This is an optimization exercise on Yosys and OpenROAD, whose aim is small area, not a production implementation.
At most, simulation tests tie the RTL to the original design; equivalence was not proved.
No functional check of the RTL was part of run 3.
The clock input has no modelled driver; a real chip could not lean on it and would need a root buffer or a full tree.
Power is estimated from default activity; no workload was simulated.

==> flow/design.v <==
`timescale 1ns / 1ps
module adc_12bit #(
    parameter ADC_BITS = 12,
    parameter V_REF_MV = 2500,
    parameter CONV_CYCLES = 12
)(
    input  wire                    clk,
    input  wire                    rst_n,
    input  wire signed [15:0]      analog_in_mv,
    input  wire                    start_conv,
    output reg  signed [ADC_BITS-1:0] digital_out,
    output reg                        valid_out,
    output reg                        busy
);
    reg [4:0]  cnt;
    reg [9:0]  rem;     
    reg [10:0] quo;     
    wire signed [15:0] v = analog_in_mv;
    wire pos_ovf = (v > 16'sd2500);
    wire neg_ovf = (v < -16'sd2500);
    wire neg     = v[15];
    wire [12:0] wn = v[12:0] + 13'd5000 + {12'd0, neg};
    wire [12:0] w  = (pos_ovf | neg_ovf) ? {10'd937, neg, ~neg, ~neg} : wn;
    wire load    = ~cnt[0] & ~cnt[1] & ~cnt[2];    
    wire quant   = ~cnt[1] &  cnt[2] &  cnt[4];    
    wire last    = ~cnt[0] & ~cnt[2] &  cnt[3];    
    wire late    =  cnt[2] &  cnt[3] &  cnt[4];    
    wire        b  = quo[10] & ~late;
    wire [10:0] t  = {rem, b};
    wire [10:0] d  = t - 11'd625;
    wire        ge = ~d[10];
    always @(posedge clk) begin
        cnt <= busy ? {cnt[3:0], ~(cnt[4] ^ cnt[1])} : 5'd0;
        if (load) begin
            rem <= {3'b000, w[12:6]};
            quo <= {w[5:0], 2'b00, neg, neg, neg};
        end else begin
            rem <= ge ? d[9:0] : t[9:0];
            quo <= {quo[9:0], ge};
        end
    end
    always @(posedge clk or negedge rst_n) begin
        if (!rst_n) begin
            digital_out <= {ADC_BITS{1'b0}};
            valid_out   <= 1'b0;
            busy        <= 1'b0;
        end else begin
            valid_out <= busy & last;
            busy      <= busy ? ~last : start_conv;
            if (busy & quant)
                digital_out <= {quo, ge};
        end
    end
endmodule
==> flow/flow/run.sh <==
#!/bin/bash
# Own layout flow: the standard ORFS flow with these changes:
#  - synthesis maps the logic with area-oriented ABC scripts (flow/abc_*.abc,
#    and &deepsyn with 28 seeds, each mapped two ways): each is tried
#    (synthesis only) and the one giving the smallest synthesized area is
#    used for the layout,
#  - after ABC, each mux2 becomes an a22o with a shared inverted select
#    (flow/mux2_a22o.v), which is smaller,
#  - port buffers are sky130_fd_sc_hd__buf_1 (one per input/output port, as usual),
#  - synthesis leaves adders to ABC (no ORFS adder cell mapping),
#  - after CTS, the clock tree is replaced by a flat one (flow/clock_tree.tcl):
#    the clock port drives two clkbuf_8 buffers, each driving the flip-flops
#    of one placement cluster; a buffer whose sinks see a slow edge is swapped
#    for the next size up.
set -euo pipefail
W=$(pwd)
F=$W/flow
# synthesis script: the standard flow's, with the ABC override sourced first
awk -v ov="$F/abc_override.tcl" 'NR==1{print; print "source " ov; next} {print}' synth_recipe.tcl > my_synth.tcl
sed "s#$W/synth_recipe.tcl#$W/my_synth.tcl#g" standard.sh > my_standard.sh
export BUFFER_PORTS_ARGS="-buffer_cell sky130_fd_sc_hd__buf_1"
export ADDER_MAP_FILE=
export MY_MUX_MAP=$F/mux2_a22o.v
export POST_CTS_TCL=$F/clock_tree.tcl
export NCLK=2
export CLKBUF=sky130_fd_sc_hd__clkbuf_8
export CLK_SLEW_UPSIZE_NS=0.122
export CTS_ARGS="-sink_clustering_enable -repair_clock_nets -dont_use_dummy_load -buf_list sky130_fd_sc_hd__clkbuf_4"

# try each ABC script, synthesis only, each in an ORFS work folder of its own,
# four at a time: flow/abc_*.abc, and &deepsyn with seeds 0..27, mapped with
# and without &dch (written here)
mkdir -p abc
cp "$F"/abc_*.abc abc/
for sd in $(seq 0 27); do
  printf '&get -n\n&st\n&deepsyn -J 200 -S %s\n&nf -R 1000 -p\n&put\n' "$sd" > "abc/abc_d$sd.abc"
  printf '&get -n\n&st\n&deepsyn -J 200 -S %s\n&dch -f\n&nf -R 1000 -p\n&put\n' "$sd" > "abc/abc_e$sd.abc"
done
names=()
for s in abc/abc_*.abc; do
  n=$(basename "$s" .abc)
  n=${n#abc_}
  names+=("$n")
  sed "s#WORK_HOME=$W/orfs #WORK_HOME=$W/try_$n #" my_standard.sh > "try_$n.sh"
done
printf '%s\n' "${names[@]}" | xargs -P 4 -I{} bash -c 'MY_ABC_SCRIPT="$1/abc/abc_$2.abc" bash "try_$2.sh" synth > "try_$2.log" 2>&1 || true' _ "$W" {}
best=""
best_area=""
for n in "${names[@]}"; do
  f=$(ls "$W"/try_"$n"/reports/*/adc_12bit/base/synth_stat.txt 2>/dev/null | head -1 || true)
  [[ -n "$f" ]] || continue
  a=$(awk '/Chip area/ {print $NF}' "$f" | tail -1)
  echo "$n $a" >> synth_tries.txt
  if [[ -z "$best" ]] || awk -v a="$a" -v b="$best_area" 'BEGIN{exit !(a < b)}'; then
    best=$n
    best_area=$a
  fi
done
echo "chosen: $best $best_area" >> synth_tries.txt
export MY_ABC_SCRIPT=$W/abc/abc_$best.abc
bash my_standard.sh > make_flow.log 2>&1
==> flow/flow/abc_a.abc <==
&get -n
&st
&syn2
&dch 
&nf -R 1000 -p
&st
&syn2
&dch 
&nf -R 1000 -p
&put
==> flow/flow/abc_b.abc <==
&get -n
&st
&syn3
&dch -f
&nf -R 1000 -p
&st
&syn3
&dch -f
&nf -R 1000 -p
&put
==> flow/flow/abc_c.abc <==
&get -n
&st
&syn3
&dch -f
&nf -R 1000 -p
&st
&syn3
&dch -f
&nf -R 1000 -p
&st
&syn3
&dch -f
&nf -R 1000 -p
&put
==> flow/flow/abc_override.tcl <==
# Map the combinational logic with the ABC script named by MY_ABC_SCRIPT
# instead of ORFS's speed script. Flip-flops are mapped before ABC runs, so the
# registers are the standard synthesis's. Then, if MY_MUX_MAP names a map file,
# each mux2 cell is rebuilt as an a22o with an inverted select, and inverters
# of the same net are merged (one inverter per select net).
proc abc {args} {
  set i [lsearch -exact $args -script]
  if {$i >= 0 && [info exists ::env(MY_ABC_SCRIPT)]} {
    lset args [expr {$i + 1}] $::env(MY_ABC_SCRIPT)
  }
  yosys abc {*}$args
  if {[info exists ::env(MY_MUX_MAP)]} {
    yosys techmap -map $::env(MY_MUX_MAP)
    yosys opt_merge -share_all
    yosys opt_clean
  }
}
==> flow/flow/clock_tree.tcl <==
# Replaces the clock tree that CTS built with a flat one: the clock port
# drives NCLK buffers (cell CLKBUF) directly, each driving the flip-flops of one
# placement cluster (balanced bisection of the flip-flops' positions). A buffer whose
# sinks see a slow edge (estimated from placement) is swapped for the next
# size up. Then the placement is legalized.
set block [ord::get_db_block]
set db_ [ord::get_db]
set clknet [$block findNet clk]
set kinds {}
# 1. undo CTS: every flip-flop clock pin back on the port's net, CTS cells removed
set cts_insts {}
foreach inst [$block getInsts] {
  set m [[$inst getMaster] getName]
  if {[regexp {^sky130_fd_sc_hd__clk(buf|inv)_} $m] && [regexp {^(clkbuf_|clkload)} [$inst getName]]} {
    lappend cts_insts $inst
  }
}
set cts_nets {}
foreach inst $cts_insts {
  foreach it [$inst getITerms] {
    set n [$it getNet]
    if {$n ne "NULL" && [$n getName] ne "clk" && [$n getSigType] eq "CLOCK" || ($n ne "NULL" && [string match clknet* [$n getName]])} {
      if {[lsearch -exact $cts_nets $n] < 0} { lappend cts_nets $n }
    }
  }
}
foreach n $cts_nets {
  foreach it [$n getITerms] {
    set inst [$it getInst]
    if {[lsearch -exact $cts_insts $inst] >= 0} { continue }
    $it disconnect
    $it connect $clknet
  }
}
foreach inst $cts_insts { puts "clock_tree: removing [$inst getName] ([[$inst getMaster] getName])"; odb::dbInst_destroy $inst }
foreach n $cts_nets { if {[llength [$n getITerms]] == 0} { odb::dbNet_destroy $n } }

# 2. cluster the sinks
set sinks {}
foreach it [$clknet getITerms] {
  if {[$it isInputSignal]} {
    set inst [$it getInst]
    lassign [$inst getLocation] x y
    set m [$inst getMaster]
    lappend sinks [list "[$inst getName]/[[$it getMTerm] getName]" [expr {$x + [$m getWidth]/2}] [expr {$y + [$m getHeight]/2}]]
  }
}
# recursive balanced bisection: split a group in two equal halves along its
# longer side until there are NCLK groups
proc bisect {g n} {
  if {$n <= 1 || [llength $g] < 2} { return [list $g] }
  set xs [lmap s $g {lindex $s 1}]; set ys [lmap s $g {lindex $s 2}]
  set dx [expr {[tcl::mathfunc::max {*}$xs] - [tcl::mathfunc::min {*}$xs]}]
  set dy [expr {[tcl::mathfunc::max {*}$ys] - [tcl::mathfunc::min {*}$ys]}]
  set sorted [lsort -integer -index [expr {$dx >= $dy ? 1 : 2}] $g]
  set n1 [expr {$n / 2}]
  set cut [expr {int(round(double([llength $g]) * $n1 / $n))}]
  return [concat [bisect [lrange $sorted 0 [expr {$cut - 1}]] $n1] [bisect [lrange $sorted $cut end] [expr {$n - $n1}]]]
}
set groups [bisect $sinks $::env(NCLK)]
set k [llength $groups]
set cents {}
foreach g $groups {
  set sx 0; set sy 0
  foreach s $g { incr sx [lindex $s 1]; incr sy [lindex $s 2] }
  lappend cents [list [expr {$sx / [llength $g]}] [expr {$sy / [llength $g]}]]
}
# 3. one buffer per cluster
set dbu [$block getDbUnitsPerMicron]
set bufs {}
for {set i 0} {$i < $k} {incr i} {
  set g [lindex $groups $i]
  if {[llength $g] == 0} { continue }
  set pins {}
  foreach s $g { lappend pins [get_pins [lindex $s 0]] }
  lassign [lindex $cents $i] cx cy
  puts "clock_tree: cluster $i: [llength $g] sinks around ([expr {$cx/double($dbu)}], [expr {$cy/double($dbu)}])"
  insert_buffer -buffer_cell $::env(CLKBUF) -net clk -load_pins $pins -location [list [expr {$cx/double($dbu)}] [expr {$cy/double($dbu)}]] -buffer_name clkbuf_leaf_$i -net_name clknet_leaf_$i
  # the new buffer drives the first sink of the cluster
  lassign [split [lindex $g 0 0] /] iname pname
  set lnet [[[$block findInst $iname] findITerm $pname] getNet]
  $lnet setSigType CLOCK
  # a leaf net gets no non-default rule (insert_buffer copies the clock port net's)
  $lnet setNonDefaultRule NULL
  foreach it [$lnet getITerms] { if {[$it isOutputSignal]} { lappend bufs [$it getInst] } }
}
$clknet setSigType CLOCK
detailed_placement
# 4. upsize a buffer whose sinks see a slow edge
estimate_parasitics -placement
set swapped 0
foreach inst $bufs {
  set m [[$inst getMaster] getName]
  regexp {_([0-9]+)$} $m -> size
  if {$size >= 16} { continue }
  set worst 0.0
  foreach it [[[$inst findITerm X] getNet] getITerms] {
    if {[$it isOutputSignal]} { continue }
    set s [get_property [get_pins "[[$it getInst] getName]/[[$it getMTerm] getName]"] slew_max]
    if {$s > $worst} { set worst $s }
  }
  puts "clock_tree: [$inst getName] $m drives [expr {[llength [[[$inst findITerm X] getNet] getITerms]] - 1}] sinks, worst sink slew [format %.4f $worst] ns"
  if {$worst > $::env(CLK_SLEW_UPSIZE_NS)} {
    set new sky130_fd_sc_hd__clkbuf_[expr {$size * 2}]
    puts "clock_tree: [$inst getName] $m -> $new"
    $inst swapMaster [$db_ findMaster $new]
    incr swapped
  }
}
if {$swapped} { detailed_placement }
check_placement -verbose
estimate_parasitics -placement
==> flow/flow/mux2_a22o.v <==
// mux2 as a22o with an inverted select (the inverters are merged per select net)
module \sky130_fd_sc_hd__mux2_1 (A0, A1, S, X);
  input A0, A1, S;
  output X;
  wire Sn;
  \sky130_fd_sc_hd__inv_1 _inv_ (.A(S), .Y(Sn));
  \sky130_fd_sc_hd__a22o_1 _ao_ (.A1(A1), .A2(S), .B1(A0), .B2(Sn), .X(X));
endmodule
==> flow/standard.sh <==
#!/bin/bash
# synth_recipe.tcl (not shown) runs the flow's synth.tcl, then flattens the netlist and writes it again
# the make line also repeats each setting of config.mk as NAME=value (left out here)
make -C /OpenROAD-flow-scripts/flow DESIGN_CONFIG=/design/flow/config.mk WORK_HOME=/design/flow/orfs CLKGATE_MAP_FILE= SYNTH_SCRIPT=/design/flow/synth_recipe.tcl "${@:-finish}"
==> flow/config.mk <==
export PLATFORM = sky130hd
export DESIGN_NAME = adc_12bit
export DESIGN_NICKNAME = adc_12bit
export VERILOG_FILES = /design/flow/design.v
export SDC_FILE = /design/flow/constraint.sdc
export NUM_CORES = 4
export LEC_CHECK = 0
export CAP_MARGIN = 0
export CORE_AREA = 2 2 60 60
export DIE_AREA = 0 0 62 62
export GPL_TIMING_DRIVEN = 0
export PLACE_DENSITY = 0.85
export SLEW_MARGIN = 0
==> flow/constraint.sdc <==
create_clock -name core_clock -period 20.0 [get_ports {clk}]
set_input_delay 4.0000 -clock core_clock [delete_from_list [all_inputs] [get_ports {clk}]]
set_output_delay 4.0000 -clock core_clock [all_outputs]
set_load 0.01 [all_outputs]
==> results.txt, run 1 <==
STA
The least setup slack across all paths after layout is 13.89 ns. Setup repair after global routing left no endpoint under its margin. Measured against its own limit, the worst slew margin works out to 0.103.

The smallest clock period supported by the final layout is computed as between 6 and 7 ns. The transition time at the pin with the least slew margin is roughly 1.3 ns. Adding up every negative setup slack in the final design gives 0 ns. The final hold slack is between 0.4 and 0.5 ns. Across the routed clock network, the largest skew measured is around 0.0016 ns. The maximum clock frequency is ~160 MHz. The hold violation count in the final report came to 0. The number of setup violations in the final report is 0. The number of max-slew violations in the final report is 0.

The final critical-path share of the clock period is 0.306.

Status
The run finished with no timing, DRC or antenna violations.

Global routing
The largest net degree at the start of global routing is 21. The initial antenna violation count came to 0. The global route total overflow is 0. The number of global-route vias before repair came to between 1k and 1.5k. Across every metal layer, demand over resource in global routing totals 0.157. The first-pass GRT wire length is 4530 µm.

Place
Once placement finished, the instance area stood at around 1800 µm². The number of buffers inserted by port buffering is 32. At the placement stage, the worst setup path has a slack of 13.74 ns. The HPWL after detailed placement is about 2200 µm.

In this run, placement finished with an instance count of approximately 240. Routability-driven placement finished with a final weighted congestion of 0.737.

Final layout
The sequential cell area is 871 µm². The filler cells instantiated in the layout total ~300. The number of nets in the finished design is approximately 210. The post-layout instance count excluding filler cells is between 200 and 250.

The share of cells above drive strength 1 is 0.0104. The utilization after layout is 0.550. The area growth from synthesis to layout is 12.8%. The multi-input combinational cells in the finished layout cover a total of roughly 720 µm². The antenna diode instance count is 0. After routing the design area is between 1500 and 2000 µm².

Routing
Dividing the detail-routed via count by the number of cells gives approximately 5.3. The residual DRC count is 0. The number of nets with antenna violations after detailed routing is 0. The detailed router's first-iteration violation count is between 40 and 50. Wires add up to ~3000 µm. After detailed routing, the average wire length per cell comes to about 12 µm. The first TritonRoute pass finished after 4 iterations. The total number of vias is 1272.

Worst setup path
Counting both buffers and inverters, the worst setup path holds a total of 1. The setup path with the least slack is of type primary input to register. The slowest stage of the critical path belongs to the cell sky130_fd_sc_hd__a21oi_1. The worst path required time is roughly 20 ns. The maximum net fanout on the critical path is 10. The signal on the critical path passes through buf_1 -> o21ai_0 -> a21oi_1 -> o31a_1 -> nor4_1 -> o21ai_0 -> a21oi_1 -> nand2_1 -> o21a_1.

The cell family contributing the most delay on the critical path is compound AO/OA/AOI/OAI gates. On the worst path, the slowest cell contributes a delay of 0.67 ns. The kind of start point of the critical path is a primary input. The type of element capturing the critical path is a register. The arrival time at the worst endpoint is 6.19 ns.

Yosys
The number of unique standard cell types used by synthesis is 35. The simple-gate portion of the synthesized area is 0.169. The combinational family with the most area after synthesis is compound AO/OA/AOI/OAI gates.

The total nets after synthesis is around 180. After synthesis, the cell types taking the most area are sky130_fd_sc_hd__dfxtp_1 (32%), sky130_fd_sc_hd__dfrtp_1 (22%), sky130_fd_sc_hd__a22o_1 (6.6%). After synthesis the cells add up to approximately 1600 µm². The synthesis warning total is 1. In the synthesized netlist the dominant register cell turns out to be sky130_fd_sc_hd__dfxtp_1. The share of synthesized area in the top cell type comes to 0.325. Of the total synthesized cell area, the portion taken by full adders, half adders and majority gates is 0. For this run, the register share of the synthesized area comes to 0.543. The commonest cells after synthesis are sky130_fd_sc_hd__dfxtp_1 (26), sky130_fd_sc_hd__dfrtp_1 (14), sky130_fd_sc_hd__nand2_1 (13).

The area fraction in compound gates after synthesis came to 0.218. The cell taking the most area after synthesis is sky130_fd_sc_hd__dfxtp_1. The dominant cell by count in the synthesized netlist is sky130_fd_sc_hd__dfxtp_1.

Counting flops with an async set or reset pin after synthesis yields a share of 0.350. Of the total synthesized cell area, the portion taken by XOR and XNOR cells is 0.0546. The synthesized netlist cell count is roughly 160. The synthesized design contains 40 register bits. The count of flip-flops with a built-in enable after synthesis is 0. Dividing the synthesized area by the synthesized cell count gives approximately 10 µm². The portion of synthesized area spent on multiplexers is 0.00625.

Floorplan
The number of I/O pins is 33. The die outline height is 62 µm. The placeable core area is between 3000 and 4000 µm². Measured along the x axis, the die boundary spans between 60 and 70 µm. The die footprint is 3840 µm². The initialized floorplan defines 21 standard-cell rows. For this configuration, the core starts out at a cell density of 0.488.

Power and ir drop
For this design the static power due to leakage is between 0.7 and 0.8 nW. Total power for the finished layout comes to around 0.28 mW. Power spread over the standard cell area amounts to 157 nW/µm². The worst ir drop on vdd is around 0.055 mV.

Clocking
The latest clock arrival within the worst-skew pair is around 0.16 ns. CTS saw 40 sinks. After clock tree synthesis, the clock-pin slew on the worst setup and hold paths is about 0.11 ns.

Run
The total of max-cap violations is 0.

Worst hold path
The type of the worst min-delay path is register to register.
==> kinds of logic after synthesis <==
kind of cell,after synthesis
and+or+nand+nor,54
AOI/OAI and AO/OA,50
DFF,40
xor gates and xnor gates,10
buffers and inverters,4
muxes,1
==> area by class of cell, clock buffers not listed <==
type / instances / area share
inverters: 4 / 0.00830
multi-input cells: 115 / 0.397
flip-flops and latches: 40 / 0.482
well taps: 46 / 0.0318
repair buffers: 32 / 0.0664
==> tightest hold or removal path: stages, from the launching register on <==
cell	delay, ns
sky130_fd_sc_hd__dfxtp_1	0.33
sky130_fd_sc_hd__nand2_1	0.05
sky130_fd_sc_hd__nand2_1	0.04
==> worst paths after layout <==
check                                startpoint  slack [ns]             end  cells past startpoint
min in group asynchronous                 rst_n        3.85       valid_out                      1
worst max-delay path            analog_in_mv[0]       13.89          rem[6]                      9
worst min register to register           quo[0]        0.45          quo[1]                      2
worst max register to register           cnt[2]       16.85          rem[3]                     10
max in group asynchronous                 rst_n       15.70  digital_out[6]                      1
worst min-delay path                     quo[0]        0.45          quo[1]                      2
==> state kept, by name (all words and copies together), names as in the netlist <==
signal       cells
digital_out     12
quo             11
rem             10
cnt              5
busy             1
valid_out        1
==> metal layers <==
layer,up-vias,GRT usage,share of wire
li1,657,-,-
met1,578,0.229,0.51
met2,35,0.250,0.45
met3,2,0.0186,0.033
met4,0,0.0365,0.0085
met5,-,0,0
==> power breakdown <==
group / internal (mW) / total, mW / switching, mW
clock network: 0.00935 / 0.0278 / 0.0185
registers: 0.121 / 0.146 / 0.0254
logic: 0.0502 / 0.110 / 0.0595
total: 0.180 / 0.284 / 0.103
==> cell usage in the layout (no fill, tap or decap), drive strengths merged, types with 3 or more instances in the layout <==
master   n
a22o    12
a21o     4
clkinv   3
xnor2    5
buf     32
and2     6
nor2    10
nand3    7
xor2     5
dfxtp   26
a21oi   10
o21ai   11
dfrtp   14
nand2   13
nor3     5
or3      3
==> run 2: changes to the inputs <==
--- a/flow/design.v
+++ b/flow/design.v
@@ -19,7 +19,7 @@
     wire pos_ovf = (v > 16'sd2500);
     wire neg_ovf = (v < -16'sd2500);
     wire neg     = v[15];
-    wire [12:0] wn = v[12:0] + 13'd5000 + {12'd0, neg};
+    wire [12:0] wn = {neg, v[11:0]} + 13'd5000 + {12'd0, neg};    
     wire [12:0] w  = (pos_ovf | neg_ovf) ? {10'd937, neg, ~neg, ~neg} : wn;
     wire load    = ~cnt[0] & ~cnt[1] & ~cnt[2];    
     wire quant   = ~cnt[1] &  cnt[2] &  cnt[4];    
==> results.txt, run 2 <==
Status
The flow ran to the end and the layout has no timing, DRC or antenna violations.

Final layout
Leaving out fill and tap cells, the most frequent cell in the layout is sky130_fd_sc_hd__buf_1. In the final layout, the registers with the most flip-flops are digital_out: 12 flops, quo: 11 flops, rem: 10 flops. The most flop-heavy register is digital_out.

The antenna diode instance count is 0. In the final layout, the share of cells above drive strength 1 is 0.0102. The post-layout instance count excluding filler cells is ~240.

The area growth from synthesis to layout is 12.8%. The post-layout instance area is 1800 µm². The library cells used most frequently in the layout, excluding fill and tap cells, are sky130_fd_sc_hd__buf_1 (32), sky130_fd_sc_hd__dfxtp_1 (26), sky130_fd_sc_hd__nor2_1 (15), sky130_fd_sc_hd__a21oi_1 (14), sky130_fd_sc_hd__dfrtp_1 (14). The number of nets in the finished design is approximately 220.

The count of filler cells inserted in the layout is between 300 and 400. The flip-flop count of the largest register, all copies and words added is 12.

Routing
In the final routing, the length of wire on met1 measures between 1000 and 1500 µm. The average vias per placed instance is approximately 5.4. The detail route stage leaves a number of antenna-violating nets equal to 0. After detailed routing, the met3 layer carries approximately 130 µm of wire. The detailed router finished its first iteration with 79 violations.

After detailed routing, the number of remaining DRC violations is 0. After detailed routing, the total wire length is between 2000 and 3000 µm. The final route contains approximately 1.3k vias. The number of iterations in the first detailed-routing pass is 4.

The uppermost layer routed is met4. Dividing the detail-routed wire length by the instance count gives approximately 12 µm. Detailed routing placed a total of 1320 µm of wire on met2.

Power and ir drop
The internal cell power is ~0.18 mW. The completed layout was analyzed and its total power is about 0.28 mW. Of the total power, the share spent switching nets is 0.363. The share of total power dissipated in the clock network is 0.097. The relative contribution of sequential cells to total power is 0.519.

Of the total power, combinational logic draws 0.384. The switching power is 0.103 mW. In this run the power density over the cells is between 150 and 200 nW/µm². The worst ir drop on vdd is roughly 0.042 mV. The leakage power summed over all cells is roughly 0.7 nW.

STA
The number of max-slew violations in the final report is 0. Setup repair after global routing left no endpoint under its margin. The maximum clock frequency is 170 MHz. Headroom to the max-slew limit came out at 0.0922. Setup total negative slack on the finished layout was measured at 0 ns. The post-layout minimum cycle time is 5.87 ns.

The transition time at the pin with the least slew margin is ~1.4 ns. The clock skew after layout is ~0.0037 ns. Final hold analysis gives a worst-case slack of 0.449 ns. The number of setup violations in the final report is 0. The final critical-path share of the clock period is 0.293. The hold violation count in the final report is 0.

Place
The placed instance count is 240. Buffers placed on the I/O ports in this run total 32. At the end of routability-driven placement, the weighted congestion stood at roughly 0.78.

In this run the cell area measured after placement is 1780 µm². The HPWL after detailed placement is ~2200 µm.

Worst setup path
The slowest stage of the critical path is the sky130_fd_sc_hd__or3_1 cell. The most critical setup path has its startpoint at analog_in_mv[0]. The arrival time at the worst endpoint is between 5 and 6 ns. In this design, the stage delay of the slowest critical-path cell is between 0.3 and 0.4 ns. The worst register-to-register path ends at rem[4]. The type of element capturing the critical path is a register. The last element of the critical path is rem[6].

Traced cell by cell, the critical path runs through buf_1 -> and3_1 -> a21oi_1 -> nor2b_1 -> nand3_1 -> clkinv_1 -> or3_1 -> o21ai_0 -> xor2_1 -> o31a_1. The worst path required time is between 20 and 25 ns. The number of cells on the worst reg-to-reg path is 6.

Across all register-to-register paths, the minimum setup slack is between 15 and 20 ns. The startpoint-to-endpoint class of the critical path is primary input to register. The worst register-to-register path begins at cnt[2]. STA classifies the critical path startpoint as a primary input. In this run the worst path has a maximum fanout of 5.

Yosys
In the synthesized netlist the async set-or-reset flop fraction comes to 0.350. The fraction of synthesized cell area in xor and xnor cells is 0.0493. Summing every instance area after synthesis gives 1600 µm². A synthesized cell averages 9.87 µm². In the synthesized netlist the dominant register cell turns out to be sky130_fd_sc_hd__dfxtp_1. After synthesis, the share of cell area in mux cells is 0.

Counting instances in the post-synthesis netlist gives the leading cell types as sky130_fd_sc_hd__dfxtp_1 (26), sky130_fd_sc_hd__nor2_1 (15), sky130_fd_sc_hd__a21oi_1 (14), sky130_fd_sc_hd__dfrtp_1 (14), sky130_fd_sc_hd__a22o_1 (12). The total nets after synthesis is about 180. Of the post-synthesis cell area, the dominant cell type holds 0.326. The synthesis warning total is 1. Of the total synthesized cell area, the portion taken by full adders, half adders and majority gates is 0. The biggest area contributor in the post-synthesis netlist is sky130_fd_sc_hd__dfxtp_1.

The simple-gate portion of the synthesized area is 0.179. The post-synthesis sequential area ratio is 0.545. The number of unique standard cell types used by synthesis is 34.

sky130_fd_sc_hd__dfxtp_1 is the most common cell in the netlist. The combinational family with the most area after synthesis is compound AO/OA/AOI/OAI gates. After synthesis, the cell types taking the most area are sky130_fd_sc_hd__dfxtp_1 (33%), sky130_fd_sc_hd__dfrtp_1 (22%), sky130_fd_sc_hd__a22o_1 (6.6%).

Synthesis produced a netlist whose cell count is roughly 160. The area fraction in compound gates after synthesis was 0.218. The synthesized design contains 40 register bits. Yosys mapped a number of flops with a built-in enable equal to 0.

Global routing
The number of global-route vias before repair came to 1072. The first-pass GRT wire length is 4650 µm. Entering global routing, the biggest net connects 21 pins. In the global route stage, overall resource usage came out at 0.159. The initial antenna violation count is 0.

The global route total overflow is 0.

Floorplan
The die is 62 µm wide. The die footprint is 3840 µm². Measured along the y axis, the die boundary spans slightly above 60 µm. After floorplanning, the core was divided into 21 placement rows. The number of I/O pins is 33. The core region is roughly 3300 µm². The initial cell density of the core is 0.487.

Clocking
The clock drives 40 sinks. Clock-pin slew was measured on the worst setup and hold paths at 0.11 ns. The latest clock arrival within the worst-skew pair is 0.16 ns.

Run
The tool flagged a number of max-cap violations equal to 0.

Worst hold path
The launch point of the worst hold path is rem[8]. The min-delay analysis places its worst path in the category register to register.
run 2: kinds of logic after synthesis:
kind of cell | after synthesis
AO/OA/AOI/OAI | 51
XOR/XNOR | 9
buffers and inverters | 4
flip-flops | 40
AND/OR/NAND/NOR | 58
run 2: power groups by stage:
stage / clock, mW / sequential [mW] / combinational, mW
6_report: 0.0274 / 0.147 / 0.109
5_1_grt: 0.0319 / 0.152 / 0.124
2_1_floorplan: 0 / 0.148 / 0.0771
3_3_place_gp: 0 / 0.146 / 0.106
3_5_place_dp: 0 / 0.149 / 0.109
run 2: through the flow:
stage / utilization / setup WS (ns)
2_1_floorplan: - / 14.22
3_3_place_gp: 0.541 / 13.96
3_5_place_dp: 0.541 / 13.96
5_1_grt: 0.549 / 13.99
6_report: 0.549 / 14.13
run 2: cell type report, clock buffers not listed:
type / instances / area [µm²] / share of cell area
sequential: 40 / 871 / 0.483
tap: 46 / 57.6 / 0.0319
multi-input combinational: 118 / 713 / 0.395
timing repair buffer: 32 / 120 / 0.0666
inverter: 4 / 15.0 / 0.00832
run 2: worst min path at each step:
stage	end	slack, ns	cells past startpoint
3_5_place_dp	rem[9]	0.44	2
3_3_place_gp	rem[9]	0.42	2
2_1_floorplan	rem[9]	0.42	2
5_1_grt	rem[9]	0.47	2
6_report	rem[9]	0.45	2
run 2: worst max-delay path: cells and delay by family:
| kind | cells | cell delay [ns] |
|---|---|---|
| buf+inv | 2 | 0.19 |
| simple gates | 4 | 0.83 |
| compound gates | 3 | 0.78 |
| xor+xnor | 1 | 0.13 |
run 2: metal layers:
metal,vias to the layer above,track usage
li1,665,-
met1,599,0.234
met2,33,0.259
met3,3,0.0124
met4,0,0.0274
met5,-,0
==> run 3: changes to the inputs <==
--- a/flow/design.v
+++ b/flow/design.v
@@ -19,13 +19,12 @@
     wire pos_ovf = (v > 16'sd2500);
     wire neg_ovf = (v < -16'sd2500);
     wire neg     = v[15];
-    wire [12:0] wn = {neg, v[11:0]} + 13'd5000 + {12'd0, neg};    
-    wire [12:0] w  = (pos_ovf | neg_ovf) ? {10'd937, neg, ~neg, ~neg} : wn;
+    wire [12:0] wn = {neg, v[11:0]} + 13'd2500 + {12'd0, neg};    
+    wire [12:0] w  = pos_ovf ? 13'd4999 : neg_ovf ? 13'd0 : wn;
     wire load    = ~cnt[0] & ~cnt[1] & ~cnt[2];    
     wire quant   = ~cnt[1] &  cnt[2] &  cnt[4];    
     wire last    = ~cnt[0] & ~cnt[2] &  cnt[3];    
-    wire late    =  cnt[2] &  cnt[3] &  cnt[4];    
-    wire        b  = quo[10] & ~late;
+    wire        b  = quo[10] & ~quant;
     wire [10:0] t  = {rem, b};
     wire [10:0] d  = t - 11'd625;
     wire        ge = ~d[10];
@@ -48,7 +47,7 @@
             valid_out <= busy & last;
             busy      <= busy ? ~last : start_conv;
             if (busy & quant)
-                digital_out <= {quo, ge};
+                digital_out <= {~quo[10], quo[9:0], ge};
         end
     end
 endmodule
==> results.txt, run 3 <==
Status
The flow ran to the end and the layout has no timing, DRC or antenna violations.

Routing
The detail route stage leaves a number of antenna-violating nets equal to 0. Wires add up to 2870 µm. Summing over every cut layer, the via total after detailed routing is 1286. The detailed router's first-iteration violation count is 40. Dividing the detail-routed via count by the number of cells gives around 5.

The wire length per cell is about 11 µm. Before antenna repair, the detailed router went through 4 iterations. After detailed routing, the number of remaining DRC violations is 0.

Worst setup path
The startpoint-to-endpoint class of the critical path is primary input to register. On the critical path, the stage with the largest delay is an instance of sky130_fd_sc_hd__o41ai_1. The most repeated library cell on the critical path is sky130_fd_sc_hd__a21oi_1. The worst flop-to-flop path startpoint is cnt[1]. Traced cell by cell, the critical path runs through buf_1 -> nor3_1 -> a21oi_1 -> o31a_1 -> o41ai_1 -> nand2_1 -> a21oi_1 -> o21ai_0 -> nand2_1 -> a21oi_1. The arrival time at the worst endpoint is 6.42 ns. The largest single stage delay on the critical path is between 0.9 and 1 ns. At the worst endpoint, the required time is roughly 20 ns. In this run the worst path has a maximum fanout of 7. The type of element capturing the critical path is a register.

The number of cells on the worst reg-to-reg path is 11. The reg-to-reg endpoint is rem[3]. STA classifies the critical path startpoint as a primary input. For flop-to-flop paths, the worst setup slack is roughly 17 ns.

Power and ir drop
The share of power burned in the clock network is 0.100. The fraction of power spent switching nets is 0.366. The proportion of power drawn by combinational gates is 0.381.

The total power is about 0.28 mW. The internal cell power is 0.176 mW. The worst-case IR drop observed on VDD is 0.0499 mV. The share of total power dissipated in sequential elements is 0.519.

For this design the static power due to leakage is slightly above 0.7 nW. The power per cell area is around 150 nW/µm². The switching power is about 0.10 mW.

STA
Between clock sinks in the finished design, the worst skew comes to roughly 0.0069 ns. Of the available clock period, the critical path in the final layout requires 0.318. The number of max-slew violations in the final report is 0.

The routed design could run at a clock period as short as around 6.4 ns. The relative slew slack is 0.197. The hold violation count in the final report is 0. The number of setup violations in the final report is 0. For the pin with the worst max-slew slack, the measured transition is 1.19 ns. Setup total negative slack on the finished layout was measured at 0 ns. The maximum clock frequency is 157 MHz. The least setup slack across all paths after layout is 13.64 ns. Setup repair after global routing left no endpoint under its margin.

Final layout
The number of nets in the finished design is 225. The area growth from synthesis to layout is 12.8%. In the final layout, the registers with the most flip-flops are digital_out: 12 flops, quo: 11 flops, rem: 10 flops.

Of the cells placed in the final design, the portion with a size suffix greater than 1 is 0.00980. Ranked by flip-flop count, first place goes to digital_out. The repair_antennas step left the layout with diodes totalling 0. The most common cell after layout, fill and taps aside is sky130_fd_sc_hd__buf_1. The flip-flop count of the largest register, all copies and words added is 12. The library cells used most frequently in the layout, excluding fill and tap cells, are sky130_fd_sc_hd__buf_1 (32), sky130_fd_sc_hd__dfxtp_1 (26), sky130_fd_sc_hd__nand2_1 (21), sky130_fd_sc_hd__nor2_1 (15). At the end of the flow the core is filled with cells to 0.551.

Run
Across the run, the number of max-cap violations was 0.

Worst hold path
The worst min-delay path endpoint is rem[6]. The tightest min-delay check is of the register to register type. The launch point of the worst hold path is rem[5]. The number of cells on the worst hold path is 2.

Yosys
For this run, asynchronously set or reset flops after synthesis account for 0.350. Sorting the synthesized cells by area gives the leading types as sky130_fd_sc_hd__dfxtp_1 (32%), sky130_fd_sc_hd__dfrtp_1 (22%), sky130_fd_sc_hd__a22o_1 (5.5%). The synthesized netlist cell count is 170. The cell taking the most area after synthesis is sky130_fd_sc_hd__dfxtp_1.

The synthesis warning total is 1. The netlist uses 31 different library cells. The number of nets in the synthesized netlist is 189. The dominant register cell in the synthesized netlist is sky130_fd_sc_hd__dfxtp_1. Yosys mapped a number of flops with a built-in enable equal to 0. Of the post-synthesis cell area, the dominant cell type holds 0.324. The dominant cell by count in the synthesized netlist is sky130_fd_sc_hd__dfxtp_1. After synthesis the cells add up to between 1500 and 2000 µm². The post-synthesis register bit count is 40.

By count the netlist is led by sky130_fd_sc_hd__dfxtp_1 (26), sky130_fd_sc_hd__nand2_1 (21), sky130_fd_sc_hd__nor2_1 (15). The mean post-synth cell area is ~9.4 µm². The post-synthesis sequential area ratio is 0.542.

Floorplan
The initial utilization of the core area, before any placement, comes to 0.489. The die footprint is 3840 µm². The floorplan has 21 rows.

The core region is about 3300 µm². The floorplan step set the die width to 62 µm. The number of I/O pins is 33.

From bottom edge to top edge, the die measures 62 µm.

Place
During placement, the flow inserted port buffers numbering 32. The pre-CTS setup slack is between 10 and 15 ns. Detailed placement finished with a half-perimeter wire length of approximately 2300 µm.

The placer congestion estimate is 0.761.

Clocking
After clock tree synthesis, the clock-pin slew on the worst setup and hold paths is about 0.11 ns. The later pin in the worst-skew pair is clocked with a latency of around 0.17 ns. The number of sinks driven by the clock tree is 40.

Global routing
The global route total overflow is 0. The initial antenna violation count was 0. The number of global-route vias before repair is about 1.1k. Entering global routing, the biggest net connects 21 pins.

For this run, the total global-route usage over all layers was measured as 0.173. The first-pass GRT wire length is between 5000 and 6000 µm.
[run 3: through the flow]
stage / instance area (µm²) / hold slack [ns] / std cells
detailed placement: 1780 / 0.430 / 248
finish: 1810 / 0.448 / 250
global route: 1810 / 0.461 / 250
global placement: 1780 / 0.427 / 248
floorplan: 1610 / 0.416 / 170
[run 3: how the worst max path moves through the flow]
stage                                from  endpoint  slack, ns  depth (start not counted)
final                     analog_in_mv[5]    rem[6]      13.64                         10
after detailed placement  analog_in_mv[5]    rem[6]      13.47                         10
after global routing      analog_in_mv[3]    rem[6]      13.26                         10
after global placement    analog_in_mv[5]    rem[6]      13.49                         10
after floorplan           analog_in_mv[5]    rem[6]      14.16                          9
[run 3: logic make-up (layout without fill, tap and decap cells)]
group	Yosys count	count (layout)	share of synthesized area
flops	40	40	0.542
xor+xnor	7	7	0.0382
mux	1	1	0.00624
buf+inv	4	38	0.00935
compound gates	51	51	0.207
simple gates	67	67	0.196
[run 3: worst max-delay path, delay by kind of cell]
kind,cells,cell delay [ns]
buffers and inverters,1,0.12
and+or+nand+nor,3,0.65
AOI/OAI and AO/OA,6,1.64
[run 3: final cells by class, clock buffers not listed]
type / instances / area [µm²]
Fill cell: 305 / 1470
Sequential cell: 40 / 871
Multi-Input combinational cell: 126 / 719
Timing Repair Buffer: 32 / 120
Tap cell: 46 / 57.6
Inverter: 4 / 15.0
[run 3: power groups by stage]
stage	sequential [mW]	clock [mW]	combinational, mW
after detailed placement	0.146	0	0.107
final	0.144	0.0278	0.106
after floorplan	0.146	0	0.0744
after global placement	0.144	0	0.104
after global routing	0.150	0.0322	0.124
[run 3: metal layers]
metal / vias to the layer above / GRT usage / share of wire
li1: 683 / - / -
met3: 3 / 0.0124 / 0.043
met4: 0 / 0.0456 / 0.010
met2: 32 / 0.272 / 0.45
met1: 568 / 0.256 / 0.49
met5: - / 0 / 0

==> static timing again, ports no longer ideal <==
The flow's constraints put no driver on any port. The routed layouts listed below were extracted and timed again, unchanged, in two steps.
Step 1 assumes that a clkbuf_16 drives the clock port and a buf_2 every other input.
Step 2, shift: input delay + t, output delay - t, t = (earliest + latest rising clock arrival at the registers) / 2. This alone moves slack from input paths to output paths.
Slacks: no drivers / after step 1 / after step 2; pairs: no drivers / after step 1.
run | shift t [ns] | slack for setup (ns) | worst hold slack (ns) | worst setup path after step 2 | worst data-port slew with drivers (ns)
run 1 | 0.194 | 13.888 / 13.900 / 13.706 | 0.453 / 0.453 / 0.453 | input to register | 0.03
run 2 | 0.189 | 14.131 / 14.139 / 13.950 | 0.449 / 0.449 / 0.449 | input to register | 0.03
run 3 | 0.197 | 13.642 / 13.656 / 13.459 | 0.448 / 0.448 / 0.448 | input to register | 0.03
After both steps setup and hold are still met in every run listed. The setup slack of run 3, which loses most, moves by +0.014 ns with the drivers and by -0.183 ns with both steps.
